This design comes from an exercise in tuning for small area on the open sky130 flow, not from production work.
No functional check of the RTL was part of any run shown here.
Power is estimated from default activity; no workload was simulated.

$ cat flow/config.mk
export PLATFORM = sky130hd
export DESIGN_NAME = entry
export DESIGN_NICKNAME = entry
export VERILOG_FILES = /design/flow/design.v
export SDC_FILE = /design/flow/constraint.sdc
export NUM_CORES = 4
export LEC_CHECK = 0
export CAP_MARGIN = 20
export CORE_MARGIN = 2
export CORE_UTILIZATION = 70
export CTS_BUF_LIST = sky130_fd_sc_hd__clkbuf_8
export SLEW_MARGIN = 20
$ cat flow/constraint.sdc
create_clock -name core_clock -period 10.0 [get_ports {clk}]
set_input_delay 2.0000 -clock core_clock [delete_from_list [all_inputs] [get_ports {clk}]]
set_output_delay 2.0000 -clock core_clock [all_outputs]
set_load 0.01 [all_outputs]
$ cat flow/design.v
module e_uart (
	input  wire clk,
	input  wire rst,
	input  wire uart_data,
	output reg [7:0] sr,
	output reg [2:0] ja,
	output wire en
);
localparam [9:0] U_TERM = 10'd1, U_SEED_A = 10'd561, U_SEED_B = 10'd10;
reg u1, u2, u3;	 
always @(posedge clk)
	if (rst) {u3, u2, u1} <= 3'b000;
	else {u3, u2, u1} <= {u2, u1, uart_data};
reg [3:0] ph;
reg [9:0] uc;
wire u_idle = (ph == 4'd0) | (ph == 4'd10);
wire u_start = u_idle & u3 & ~u2;
wire u_term = (uc == U_TERM);
wire u_shift = u_term & (ph >= 4'd2) & (ph <= 4'd9);
assign en = (ph == 4'd10);
always @(posedge clk)
	uc <= u_start ? U_SEED_A : u_term ? U_SEED_B : {uc[8:0], uc[9] ^ uc[6]};
always @(posedge clk)
	if (rst) ph <= 4'd0;
	else if (u_start) ph <= 4'd1;
	else if (en) ph <= 4'd0;
	else if (ph != 4'd0 && u_term) ph <= ph + 4'd1;
always @(posedge clk)
	if (u_shift) sr <= {u3, sr[7:1]};
always @(posedge clk)
	if (rst) ja <= 3'b000;
	else if (u_start) ja <= {ja[1:0], ~ja[2]};
endmodule
module e_settings (
	input  wire clk,
	input  wire rst,
	input  wire [7:0] sr,
	input  wire [2:0] ja,
	input  wire en,
	output reg [7:0] s_buck,
	output reg [7:0] s_ref,
	output reg [7:0] s_pred,
	output reg [7:0] s_ocd,
	output reg [7:0] s_fr,
	output reg [7:0] s_pw
);
wire we0 = en & ~ja[2] & ~ja[0];
wire we5 = en & ~ja[1] & ja[0];
wire we4 = en & ~ja[2] & ja[1];
wire we3 = en & ja[2] & ja[0];
wire we2 = en & ja[1] & ~ja[0];
wire we1 = en & ja[2] & ~ja[1];
wire [7:0] d_lo = sr & {8{~rst}};
wire [7:0] d_hi = sr | {8{rst}};
localparam [7:0] RV250 = 8'd250, RV79 = 8'd79;
wire [7:0] d250 = (RV250 & d_hi) | (~RV250 & d_lo);
wire [7:0] d79 = (RV79 & d_hi) | (~RV79 & d_lo);
always @(posedge clk) if (rst | we5) s_buck <= d250;
always @(posedge clk) if (rst | we4) s_ref <= d79;
always @(posedge clk) if (rst | we3) s_pred <= d_lo;
always @(posedge clk) if (rst | we2) s_ocd <= d250;
always @(posedge clk) if (rst | we1) s_fr <= d_lo;
always @(posedge clk) if (rst | we0) s_pw <= d_lo;
endmodule
module e_ref (
	input  wire clk,
	input  wire rst,
	input  wire [7:0] s_ref,
	output reg gen
);
reg [8:0] rv;
wire [9:0] rc;
assign rc[0] = 1'b1;
genvar gi;
for (gi = 0; gi < 9; gi = gi + 1) begin : g_rc
	assign rc[gi+1] = rc[gi] & rv[gi];
end
wire r_term = (rv == 9'd121);
always @(posedge clk)
	if (rst) begin
		rv <= 9'd121;
		gen <= 1'b0;
	end else if (r_term) begin
		rv <= {1'b1, ~s_ref};
		gen <= ~gen;
	end else rv <= rv ^ rc[8:0];
endmodule
module e_pred (
	input  wire clk,
	input  wire rst,
	input  wire fb_in,
	input  wire [7:0] s_pred,
	output reg fb
);
reg p1, p2;
always @(posedge clk)
	if (rst) {p2, p1} <= 2'b00;
	else {p2, p1} <= {p1, ~fb_in};
reg [7:0] pw;
wire p_en = p2 ^ fb;
wire [8:0] pc;
assign pc[0] = p_en;
genvar gi;
for (gi = 0; gi < 8; gi = gi + 1) begin : g_pc
	assign pc[gi+1] = pc[gi] & pw[gi];
end
wire p_term = p_en & (pw == 8'd254);
always @(posedge clk)
	if (rst) begin
		pw <= 8'd254;
		fb <= 1'b0;
	end else if (p_term) begin
		pw <= ~s_pred;
		fb <= p2;
	end else pw <= pw ^ pc[7:0];
endmodule
module e_sel (
	input  wire clk,
	input  wire rst,
	input  wire gen,
	input  wire fb,
	output wire sel
);
localparam [8:0] T_TERM = 9'd1, T_SEED = 9'd154;
reg gd, fd, sst;
reg [2:0] per;
reg [8:0] tc;
always @(posedge clk)
	if (rst) {gd, fd} <= 2'b00;
	else {gd, fd} <= {gen, fb};
wire gen_fall = gd & ~gen;
wire fb_fall = fd & ~fb;
wire t_term = (tc == T_TERM);
always @(posedge clk)
	tc <= (~sst | fb) ? T_SEED : t_term ? tc : {tc[7:0], tc[8] ^ tc[4]};
always @(posedge clk)
	if (rst) begin
		per <= 3'd4;
		sst <= 1'b0;
	end else if (~sst) begin
		if (gen_fall) per <= (per == 3'd0) ? 3'd4 : per - 3'd1;
		if (per == 3'd0 && fb_fall) sst <= 1'b1;
	end else if (t_term & ~gen) sst <= 1'b0;
assign sel = sst ? fb : gen;
endmodule
module e_igen (
	input  wire clk,
	input  wire rst,
	input  wire [7:0] s_fr,
	input  wire [7:0] s_pw,
	output wire int_wire
);
function cy8(input [7:0] a, input [7:0] c);	 
	integer k;
	reg r;
	begin
		r = 1'b0;
		for (k = 0; k < 8; k = k + 1) r = (a[k] & c[k]) | ((a[k] | c[k]) & r);
		cy8 = r;
	end
endfunction
reg [8:0] lo;
reg [5:0] nm;
reg ir;
reg [7:0] u;
wire lo_z = (lo[7:0] == 8'd0);
wire ev9 = lo_z & ~lo[8];
wire [6:0] mc;
assign mc[0] = ev9;
genvar gi;
for (gi = 0; gi < 6; gi = gi + 1) begin : g_mc
	assign mc[gi+1] = mc[gi] & nm[gi];
end
wire [8:0] ic;
assign ic[0] = mc[6];
for (gi = 0; gi < 8; gi = gi + 1) begin : g_ic
	assign ic[gi+1] = ic[gi] & u[gi];
end
wire i_load = ic[8];
always @(posedge clk)
	if (rst) begin
		lo <= 9'd0;
		nm <= 6'd63;
		ir <= 1'b0;
		u <= 8'd255;
	end else begin
		lo <= {lo[7:0], lo[8] ^ lo[4] ^ lo_z};
		nm <= nm ^ mc[5:0];
		ir <= ir ^ i_load;
		u <= i_load ? ~(ir ? 8'd30 : s_fr) : u ^ ic[7:0];
	end
assign int_wire = ~ir & (u[4:2] == 3'b111) & cy8({u[1:0], nm}, s_pw);
endmodule
module e_int (
	input  wire clk,
	input  wire rst,
	input  wire int_ocd,
	input  wire sel,
	input  wire int_wire,
	output wire int_out_p,
	output wire int_out_n
);
reg o1, o2, sd;
always @(posedge clk)
	if (rst) {o2, o1, sd} <= 3'b000;
	else {o2, o1, sd} <= {o1, int_ocd, sel};
reg ist, ff;
reg [1:0] skip;
always @(posedge clk)
	if (rst) begin
		ist <= 1'b0;
		skip <= 2'd3;
		ff <= 1'b0;
	end else if (~ist) begin
		if (sel & ~sd) ff <= ~int_wire;
		if (o2) ist <= 1'b1;
	end else if (skip == 2'd0) begin
		ist <= 1'b0;
		skip <= 2'd3;
	end else if (sel ^ sd) begin
		ff <= 1'b0;
		if (sel) skip <= skip - 2'd1;
	end
assign int_out_p = ~ff & sd;
assign int_out_n = ~ff & ~sd;
endmodule
module e_pwm (
	input  wire clk,
	input  wire rst,
	input  wire [7:0] s_ocd,
	input  wire [7:0] s_buck,
	output wire ocd_lvl_out,
	output wire buck_lvl_out,
	output wire buck_lvl_out_n
);
function cy8(input [7:0] a, input [7:0] c);	 
	integer k;
	reg r;
	begin
		r = 1'b0;
		for (k = 0; k < 8; k = k + 1) r = (a[k] & c[k]) | ((a[k] | c[k]) & r);
		cy8 = r;
	end
endfunction
reg [7:0] noc;
wire [8:0] oc;
assign oc[0] = 1'b1;
genvar gi;
for (gi = 0; gi < 8; gi = gi + 1) begin : g_oc
	assign oc[gi+1] = oc[gi] & noc[gi];
end
always @(posedge clk)
	if (rst) noc <= 8'd255;
	else noc <= (noc ^ oc[7:0]) | ({8{oc[8]}} & 8'b00000110);
assign ocd_lvl_out = cy8(noc, s_ocd);
assign buck_lvl_out = cy8(noc, s_buck);
assign buck_lvl_out_n = ~buck_lvl_out;
endmodule
module entry (
	input  wire clk,
	input  wire rst,
	input  wire uart_data,
	input  wire fb_in,
	output wire ocd_lvl_out,
	output wire buck_lvl_out,
	output wire buck_lvl_out_n,
	input  wire int_ocd,
	output wire int_out_p,
	output wire int_out_n
);
wire [7:0] sr, s_buck, s_ref, s_pred, s_ocd, s_fr, s_pw;
wire [2:0] ja;
wire en, gen, fb, sel, int_wire;
e_uart u_uart(.clk(clk), .rst(rst), .uart_data(uart_data), .sr(sr), .ja(ja), .en(en));
e_settings u_set(.clk(clk), .rst(rst), .sr(sr), .ja(ja), .en(en),
	.s_buck(s_buck), .s_ref(s_ref), .s_pred(s_pred), .s_ocd(s_ocd), .s_fr(s_fr), .s_pw(s_pw));
e_ref u_ref(.clk(clk), .rst(rst), .s_ref(s_ref), .gen(gen));
e_pred u_pred(.clk(clk), .rst(rst), .fb_in(fb_in), .s_pred(s_pred), .fb(fb));
e_sel u_sel(.clk(clk), .rst(rst), .gen(gen), .fb(fb), .sel(sel));
e_igen u_igen(.clk(clk), .rst(rst), .s_fr(s_fr), .s_pw(s_pw), .int_wire(int_wire));
e_int u_int(.clk(clk), .rst(rst), .int_ocd(int_ocd), .sel(sel), .int_wire(int_wire),
	.int_out_p(int_out_p), .int_out_n(int_out_n));
e_pwm u_pwm(.clk(clk), .rst(rst), .s_ocd(s_ocd), .s_buck(s_buck),
	.ocd_lvl_out(ocd_lvl_out), .buck_lvl_out(buck_lvl_out), .buck_lvl_out_n(buck_lvl_out_n));
endmodule
$ cat flow/run.sh
#!/bin/bash
# synth_recipe.tcl (not shown) runs the flow's synth.tcl, then flattens the netlist and writes it again
# the make line also repeats each setting of config.mk as NAME=value (left out here)
make -C /OpenROAD-flow-scripts/flow DESIGN_CONFIG=/design/flow/config.mk WORK_HOME=/design/flow/orfs CLKGATE_MAP_FILE= SYNTH_SCRIPT=/design/flow/synth_recipe.tcl finish
==> results of run 1 <==
-- power by group --
group	internal (W)	switching (W)	leakage [nW]	total [W]
logic	0.000160	0.000156	1.05	0.000316
clock network	0.000202	0.000234	0.197	0.000436
registers	0.000732	0.0000702	1.32	0.000802
total	0.00109	0.000461	2.57	0.00155
-- worst register-to-register path: stages, from the launching register on --
cell,delay [ns]
dfxtp_1,0.35
nor4_1,0.07
nand2_1,0.06
nor2_1,0.04
ha_1,0.19
ha_1,0.20
ha_1,0.20
ha_1,0.20
ha_1,0.19
ha_1,0.19
ha_1,0.19
ha_1,0.19
ha_1,0.19
ha_1,0.19
ha_1,0.19
ha_1,0.20
ha_1,0.20
ha_1,0.27
inv_1,0.18
nor2_1,0.10
a21oi_1,0.16
or2_2,0.12
-- per-stage QoR --
stage / instance area (um2) / cells
4_1_cts: 6480 / 637
6_report: 6480 / 637
3_5_place_dp: 6110 / 605
5_1_grt: 6480 / 637
3_3_place_gp: 6110 / 605
2_1_floorplan: 5960 / 504
-- worst min-delay path by stage --
stage | to | cells after the start | slack, ns | start
5_1_grt | u_uart.sr[7]$_DFFE_PP_ | 0 | 0.46 | u_uart.u3$_SDFF_PP0_
2_1_floorplan | u_uart.sr[7]$_DFFE_PP_ | 0 | 0.41 | u_uart.u3$_SDFF_PP0_
3_5_place_dp | u_sel.tc[7]$_SDFFE_PP1P_ | 1 | 0.43 | u_sel.tc[6]$_SDFFE_PP0P_
6_report | u_igen.u[1]$_SDFF_PP1_ | 1 | 0.44 | u_set.s_fr[1]$_DFFE_PP_
4_1_cts | u_igen.u[1]$_SDFF_PP1_ | 1 | 0.44 | u_set.s_fr[1]$_DFFE_PP_
3_3_place_gp | u_uart.sr[7]$_DFFE_PP_ | 0 | 0.42 | u_uart.u3$_SDFF_PP0_
-- registers in the layout, indices dropped and copies added, names as in the netlist, 2 cells and up --
register / cells
u_int.skip: 2
u_ref.rv: 9
u_uart.uc: 10
u_igen.nm: 6
u_set.s_pred: 8
u_uart.sr: 8
u_set.s_fr: 8
u_uart.ja: 3
u_set.s_buck: 8
u_pred.pw: 8
u_set.s_pw: 8
u_sel.per: 3
u_igen.u: 8
u_sel.tc: 9
u_set.s_ocd: 8
u_set.s_ref: 8
u_uart.ph: 4
u_pwm.noc: 8
u_igen.lo: 9
-- cell families after synthesis --
kind of cell | after synthesis | share of synthesized area
and+or+nand+nor | 167 | 0.153
DFF | 151 | 0.601
AOI/OAI and AO/OA | 97 | 0.107
adders and majority gates | 43 | 0.0902
buffers and inverters | 28 | 0.0210
xor gates and xnor gates | 9 | 0.0132
muxes | 9 | 0.0155
-- layer usage --
layer / routed length [um] / share of wire / track usage
met5: 0 / 0 / 0
met4: 102 / 0.011 / 0.0763
met3: 251 / 0.027 / 0.0540
met2: 4490 / 0.49 / 0.368
met1: 4400 / 0.48 / 0.284
-- final cells by class --
type	instances	area, um2	share of cell area
sequential	151	3580	0.553
tap	105	131	0.0203
timing repair buffer	10	92.6	0.0143
clock inverter	15	136	0.0210
multi-input combinational	325	2250	0.348
inverter	14	52.6	0.00810
clock buffer	17	234	0.0361
-- cells in the final DEF (no fill, tap or decap), drive strengths merged, types with 7 or more instances in the layout --
| cell | count |
|---|---|
| a211o | 11 |
| a21oi | 26 |
| and2 | 7 |
| clkbuf | 17 |
| clkdlybuf4s50 | 8 |
| dfxtp | 95 |
| edfxtp | 56 |
| ha | 43 |
| inv | 26 |
| mux2i | 7 |
| nand2 | 13 |
| nand2b | 13 |
| nor2 | 47 |
| nor2b | 26 |
| o21ai | 18 |
| or2 | 29 |
==> results.txt, run 1 <==
Status
The run finished with no timing, DRC or antenna violations.

Critical path
By startpoint and endpoint, the worst setup path is classified as reg -> out. The source of the critical timing path is u_set.s_buck[3]$_DFFE_PP_. The worst register-to-register path has a depth of 21. The critical path runs through a total of 5 cells. The slowest stage of the critical path belongs to the cell clkdlybuf4s50_1. The worst reg2reg path startpoint is u_igen.lo[4]$_SDFF_PP0_. In this design, the stage delay of the slowest critical-path cell is around 0.52 ns.

Along the worst path, the maximum fanout reaches 3. The critical path goes through a211oi_1 -> nor3_1 -> a22oi_1 -> o21a_1 -> clkdlybuf4s50_1. The internal reg-to-reg setup slack is around 6 ns. The cell family contributing the most delay on the critical path is compound AO/OA/AOI/OAI gates.

The combined buffer and inverter count along the critical path is 1. The endpoint of the worst-slack reg-to-reg timing path is u_igen.u[5]$_SDFF_PP1_. The end point of the critical path is buck_lvl_out_n.

For the worst setup path, the data arrival time is 2.04 ns. The kind of launch point of the worst setup path is a flip-flop. The type of destination of the critical path is a primary output.

The required time of the worst setup path is about 8.0 ns.

Floorplan
The area enclosed by the die boundary is 9270 um2. The overall die width is between 90 and 100 um. The top-level port count is 10.

The floorplan has 33 rows. For this configuration, the core starts out at a cell density of 0.726. The region available for standard cell placement spans between 8000 and 9000 um2. The vertical die dimension is 96.3 um.

Yosys
The number of warnings printed during yosys synthesis is 8. The post-synth design cell area is between 5000 and 6000 um2. The commonest cells after synthesis are dfxtp_1, edfxtp_1, nor2_1. Among all cell types in the netlist, the one instantiated most often is dfxtp_1. The number of distinct standard cells referenced by the synthesized netlist is 56. Ranked by total cell area, the synthesized netlist is headed by dfxtp_1, edfxtp_1, ha_1. The share of the yosys chip area belonging to registers is 0.601.

The proportion of synthesized flip-flops having asynchronous set or reset is 0. The top cell type's share of synthesized area is 0.319. The dominant synthesized flop cell is dfxtp_1. After technology mapping, the gate count stands at about 500.

The number of flops mapped to enable cells by yosys is 56. Averaged over all synthesized cells, the footprint is between 10 and 15 um2. The library cell occupying the most area in the post-synthesis netlist is dfxtp_1.

When the netlist entered floorplanning its net count stood at ~550. After synthesis the netlist holds a flip-flop and latch count of 151.

Timing
The final-report hold violation count is 0. The sum of negative setup slack is 0 ns. Setup violations remaining at the end of the flow were counted as 0. Subtracting the final worst setup slack from the clock period gives ~4.0 ns. Setup repair after global routing left no endpoint under its margin. The max-slew violation count was 0.

The maximum clock skew at final layout is between 0.01 and 0.015 ns. At the pin with the least slew margin, the transition time is roughly 0.85 ns. The post-route worst setup slack is between 5 and 6 ns.

The worst max-slew margin expressed relative to the limit is 0.436. The tightest hold path in the finished design has a slack of 0.437 ns. The upper clock frequency limit is approximately 250 MHz.

The part of the cycle the worst path needs is 0.404.

Placement
The number of buffers inserted by port buffering is 9. Summed over all nets, the half-perimeter wirelength after detailed placement is between 6 and 7 mm. OpenSTA, run right after detailed placement, puts the worst setup slack at between 6 and 7 ns. At the end of routability-driven placement, the weighted congestion stood at 0.794.

CTS
The clock tree root buffer cell is clkbuf_8. The clock drives roughly 150 sinks. The hold buffer count at CTS is 0.

Buffers added to address setup during post-CTS repair amount to 0. The source-to-sink clock delay at the later pin of the worst-skew pair is 0.43 ns. The TritonCTS clock tree is yes. The H-tree generated during clock tree synthesis spans 4 levels. In this run the deepest clock path goes through 2 buffers. The count of cells resized by post-cts repair is 0.

Clock-pin slew was measured on the worst setup and hold paths at around 0.090 ns. The clock buffer count from CTS is 17.

Final layout
The share of post-route cells with drive strength above 1 is 0.122. Relative to the synthesized area, the layout overhead comes to 8.75%. The diode insertion count for antenna repair is 0. The final layout contains between 500 and 600 nets.

The number of fill cells in the layout is 529. The end-of-flow core utilization is 0.789.

Power and ir drop
The static leakage power is about 2.6 nW. The worst voltage drop across the vdd grid is 0.171 mV. For this design the ratio of total power to cell area is approximately 240 nW/um2. The overall power of the completed layout is ~0.0016 W.

Detailed routing
Summed over all layers, the routed wires come to ~9.2 mm. After detailed routing, the number of remaining DRC violations is 0. After detailed routing, the number of vias per cell comes to between 5 and 6. The routed wire length per instance is ~15 um. Summing over every cut layer, the via total after detailed routing is 3545. The count of nets left with antenna violations once routing finished came out at 0. The pre-antenna-repair detailed-routing pass consisted of 4 iterations. The first-iteration detailed-routing DRC count is 113.

Run
The tool flagged a number of max-cap violations equal to 0.

Global routing
The via count of the first global-routing pass came to between 3000 and 4000. The initial antenna violation count is 0. The overall overflow remaining after global route is 0. The overall fraction of global-route tracks in use is 0.221. The first global-routing pass estimated roughly 15 mm of wire. The maximum number of pins on one net before global-route repair is 94.

Min path
The kind of path behind the tightest hold check is reg -> reg.
==> inputs of run 2 (changes only) <==
==> flow/flow/run.sh (new file) <==
#!/bin/bash
# Own layout flow: the standard synthesis, then the combinational logic
# is re-mapped for area by ABC (registers untouched, same names and cells),
# then the standard layout from floorplan to finish.
set -euo pipefail
HERE=$(pwd)
R=$HERE/orfs/results/$FLOW_PLATFORM/entry/base
LIB=$FLOW_HOME/platforms/$FLOW_PLATFORM/lib/sky130_fd_sc_hd__tt_025C_1v80.lib

bash standard.sh synth > $HERE/std_synth.log 2>&1

cp $R/1_2_yosys.v $HERE/std_netlist.v
DU=$(sed -n '/^export DONT_USE_CELLS/,/^$/p' $FLOW_HOME/platforms/$FLOW_PLATFORM/config.mk \
	| grep -o 'sky130_fd_sc_hd__[a-z0-9_]*' | sed 's/^/-dont_use /' | tr '\n' ' ')
cat > $HERE/remap.ys <<EOT
read_liberty -ignore_miss_func $LIB
blackbox sky130_fd_sc_hd__dfxtp_1 sky130_fd_sc_hd__dfxtp_2 sky130_fd_sc_hd__dfxtp_4 sky130_fd_sc_hd__edfxtp_1
read_verilog $HERE/std_netlist.v
hierarchy -top $FLOW_TOP
flatten
delete t:\$scopeinfo
hierarchy -top $FLOW_TOP
read_liberty -lib $LIB
opt_clean -purge
abc -script $HERE/flow/remap.abc -liberty $LIB $DU
opt_clean -purge
splitnets
opt_clean -purge
hilomap -singleton -hicell sky130_fd_sc_hd__conb_1 HI -locell sky130_fd_sc_hd__conb_1 LO
insbuf -buf sky130_fd_sc_hd__buf_4 A X
opt_clean -purge
check -assert
tee -o $HERE/remap_stat.txt stat -liberty $LIB
write_verilog -noattr -nohex -nodec $HERE/remap_netlist.v
EOT

yosys -l $HERE/remap.log -q $HERE/remap.ys > /dev/null 2>&1
cp $HERE/remap_netlist.v $R/1_2_yosys.v
rm -f $R/1_synth.odb
bash standard.sh > $HERE/std_layout.log 2>&1
==> flow/flow/remap.abc (new file) <==
strash
dc2
dch -f
amap
topo
==> flow/standard.sh (new file) <==
#!/bin/bash
# synth_recipe.tcl (not shown) runs the flow's synth.tcl, then flattens the netlist and writes it again
# the make line also repeats each setting of config.mk as NAME=value (left out here)
make -C /OpenROAD-flow-scripts/flow DESIGN_CONFIG=/design/flow/config.mk WORK_HOME=/design/flow/orfs CLKGATE_MAP_FILE= SYNTH_SCRIPT=/design/flow/synth_recipe.tcl "${@:-finish}"
removed: flow/run.sh
==> results.txt, run 2 <==
Final layout
The flip-flop count of the largest register after layout was 10 (unchanged). In the layout the commonest cells are dfxtp_1, nor2_1, edfxtp_1. The final net count was 557 (-1.8%). The end-of-flow core utilization is 0.801 (+0.0119). Counting flops per register, the top entry is u_uart.uc. The share of post-route cells with drive strength above 1 came to 0.0673 (-0.0549). Compared with the post-synthesis result, the final layout area differs by 11.6%. The number of fill cells in the layout came to 473 (-11%).

The diode insertion count for antenna repair is 0 (unchanged). The most common library cell in the layout ignoring fill and taps is dfxtp_1.

Critical path
The cell type of the slowest stage on the worst timing path is clkdlybuf4s50_1. The combined buffer and inverter count along the critical path is 2 (+1). The internal reg-to-reg setup slack is 6.71 ns (+0.67 ns). Walking the worst path, the cells encountered are a22oi_1 -> nor3_1 -> a221o_1 -> o221ai_1 -> o21ai_0 -> o21a_1 -> a221oi_1 -> nor3_1 -> a21oi_1 -> clkinv_1 -> clkdlybuf4s50_1. STA classifies the critical path startpoint as a flip-flop.

In this design, the critical path's most frequently occurring cell is nor3_1. The required time of the worst setup path was 8.00 ns (about the same). STA classifies the critical path endpoint as a primary output.

The worst path arrival time is 2.74 ns (+0.70 ns). The critical-path maximum fanout is 2 (-1). The path type of the worst setup path is reg -> out.

The largest incremental delay on the critical path is 0.49 ns (-0.03 ns). The cell family contributing the most delay on the critical path is compound AO/OA/AOI/OAI gates.

Detailed routing
The average via count per standard cell is 5.71 (+2.6%). The number of vias in the routed layout was 3808 (+7.4%). The remaining antenna violation count is 0 (unchanged). The post-route DRC violation count is 0 (unchanged). The first-iteration detailed-routing DRC count is 232 (+110%). The detailed-route wire length is 9.84 mm (+6.4%). The routed wire length per instance is 14.8 um (+1.6%).

The count of TritonRoute iterations in the first routing pass is 7 (+3).

CTS
The number of H-tree levels is 4 (unchanged). The buffer levels on the longest clock path was 2 (unchanged). TritonCTS built the clock tree. The source-to-sink clock delay at the later pin of the worst-skew pair came to 0.43 ns (about the same). The clock tree root buffer cell is clkbuf_8.

The number of clock sinks is 151 (unchanged). The count of cells resized by post-cts repair is 0 (unchanged). The hold buffer count at CTS came to 0 (unchanged). The clock buffer count from CTS was 17 (unchanged). The clock edge transition at the registers on the reported setup and hold paths was 0.09 ns (about the same). The buffers inserted during post-CTS setup optimization is 0 (unchanged).

Timing
The slew at the pin closest to its max-slew limit was 0.996 ns (+0.150 ns). The worst max-slew margin expressed relative to the limit came to 0.329 (-0.107). Setup repair after global routing left no endpoint under its margin.

The part of the cycle the worst path needs is 0.474 (+0.0696). The final-report hold violation count is 0 (unchanged). The final critical path time including I/O delays and setup was 4.74 ns (+0.696 ns). The max-slew violation count is 0 (unchanged). The upper clock frequency limit was 211 MHz (-15%). The number of setup violations in the final report is 0 (unchanged).

The maximum clock skew at final layout came to 0.0118 ns (-0.00241 ns). The sum of negative setup slack came to 0 ns (unchanged).

Global routing
The first-pass GRT wire length came to 16.4 mm (+7.3%). The via count of the first global-routing pass was 3624 (+7.3%). The initial antenna violation count is 0 (unchanged). The maximum number of pins on one net before global-route repair is 49 (-48%). The overall fraction of global-route tracks in use is 0.248 (+0.0266). The overall overflow remaining after global route is 0 (unchanged).

Floorplan
The overall die width is 92.8 um (-3.6%). The total core area came to 7690 um2 (-6.4%). The top-level port count is 10 (unchanged). The vertical die dimension is 92.8 um (-3.6%). The area enclosed by the die boundary came to 8610 um2 (-7.2%). The initial standard-cell utilization of the core was 0.718 (-0.00798). The number of placement rows came to 32 (-3.0%).

Yosys
The synthesized area per cell came to 10.6 um2 (-10%). The number of warnings printed during yosys synthesis is 8 (unchanged). The gate count after technology mapping came to 521 (+3.4%). The post-synth design cell area came to 5520 um2 (-7.5%).

The total nets after synthesis is 526 (-4.7%).

Status
The run finished with no timing, DRC or antenna violations.

Power and ir drop
The cell area power density came to 251 nW/um2 (+4.7%). The static leakage power is 2.25 nW (-13%). The worst voltage drop across the vdd grid is 0.225 mV (+31%).

Placement
The HPWL after detailed placement is 6.71 mm (+7.2%). The weighted congestion at the end of routability-driven global placement came to 0.789 (-0.62%). The number of buffers inserted by port buffering came to 9 (unchanged).

Run
The max-cap violation count was 0 (unchanged).

Min path
The kind of path behind the tightest hold check is reg -> reg.
run 2: power breakdown:
part           internal [W]  leakage, nW  switching, W
Clock              0.000209        0.198      0.000247
Combinational      0.000124        0.727      0.000167
Sequential         0.000731         1.32     0.0000680
Total               0.00106         2.25      0.000482
run 2: worst paths after layout:
kind,cells after the start,endpoint,from
max,11,buck_lvl_out,u_set.s_buck[1]$_DFFE_PP_
min,1,u_int.ist$_SDFF_PP0_,u_int.o2$_SDFF_PP0_
max reg2reg,15,u_igen.u[5]$_SDFF_PP1_,u_igen.lo[5]$_SDFF_PP0_
min reg2reg,1,u_int.ist$_SDFF_PP0_,u_int.o2$_SDFF_PP0_
run 2: area by class of cell:
cell class | count | area, um2 | share of cell area
Inverter | 50 | 188 | 0.0305
Clock buffer | 17 | 234 | 0.0380
Tap cell | 102 | 128 | 0.0207
Timing Repair Buffer | 12 | 108 | 0.0175
Multi-Input combinational cell | 320 | 1760 | 0.285
Clock inverter | 15 | 161 | 0.0262
Sequential cell | 151 | 3580 | 0.582
run 2: layer usage:
| metal | global-route usage | vias up | wire length, um |
|---|---|---|---|
| met5 | 0 | - | 0 |
| met4 | 0.0797 | 0 | 108 |
| met3 | 0.0586 | 14 | 362 |
| met2 | 0.424 | 82 | 4970 |
| met1 | 0.312 | 1785 | 4400 |
| li1 | - | 1927 | - |
run 2: metrics by stage:
step                      hold slack (ns)  instances  cell area (um2)  total power, W  worst slack, ns
after floorplan                     0.398        521             5520         0.00102             6.17
after global placement              0.409        635             5750         0.00108             5.79
after detailed placement            0.414        635             5750         0.00110             5.72
after CTS                           0.429        667             6150         0.00155             5.24
after global routing                0.437        667             6160         0.00163             5.06
final                               0.433        667             6160         0.00155             5.26

## afterwards: timing with drivers on the ports
The results above use ideal ports. As a check the final layouts listed here were re-extracted and re-timed, cells and wires unchanged.
Step 1: set_driving_cell puts a clkbuf_16 on clk and a buf_2 on each other input, an assumption about the parent block.
Step 2, shift: input delay + t, output delay - t, t = (earliest + latest rising clock arrival at the registers) / 2. This alone moves slack from input paths to output paths.
Three values: ideal, step 1, step 2; two values: the first two.
run | t, ns | slack for setup (ns) | clock arrival spread, ns
run 1 | 0.456 | 5.956 / 5.924 / 6.040 | 0.016 / 0.016
run 2 | 0.459 | 5.260 / 5.228 / 5.686 | 0.013 / 0.013
After both steps setup and hold are still met in every run listed.
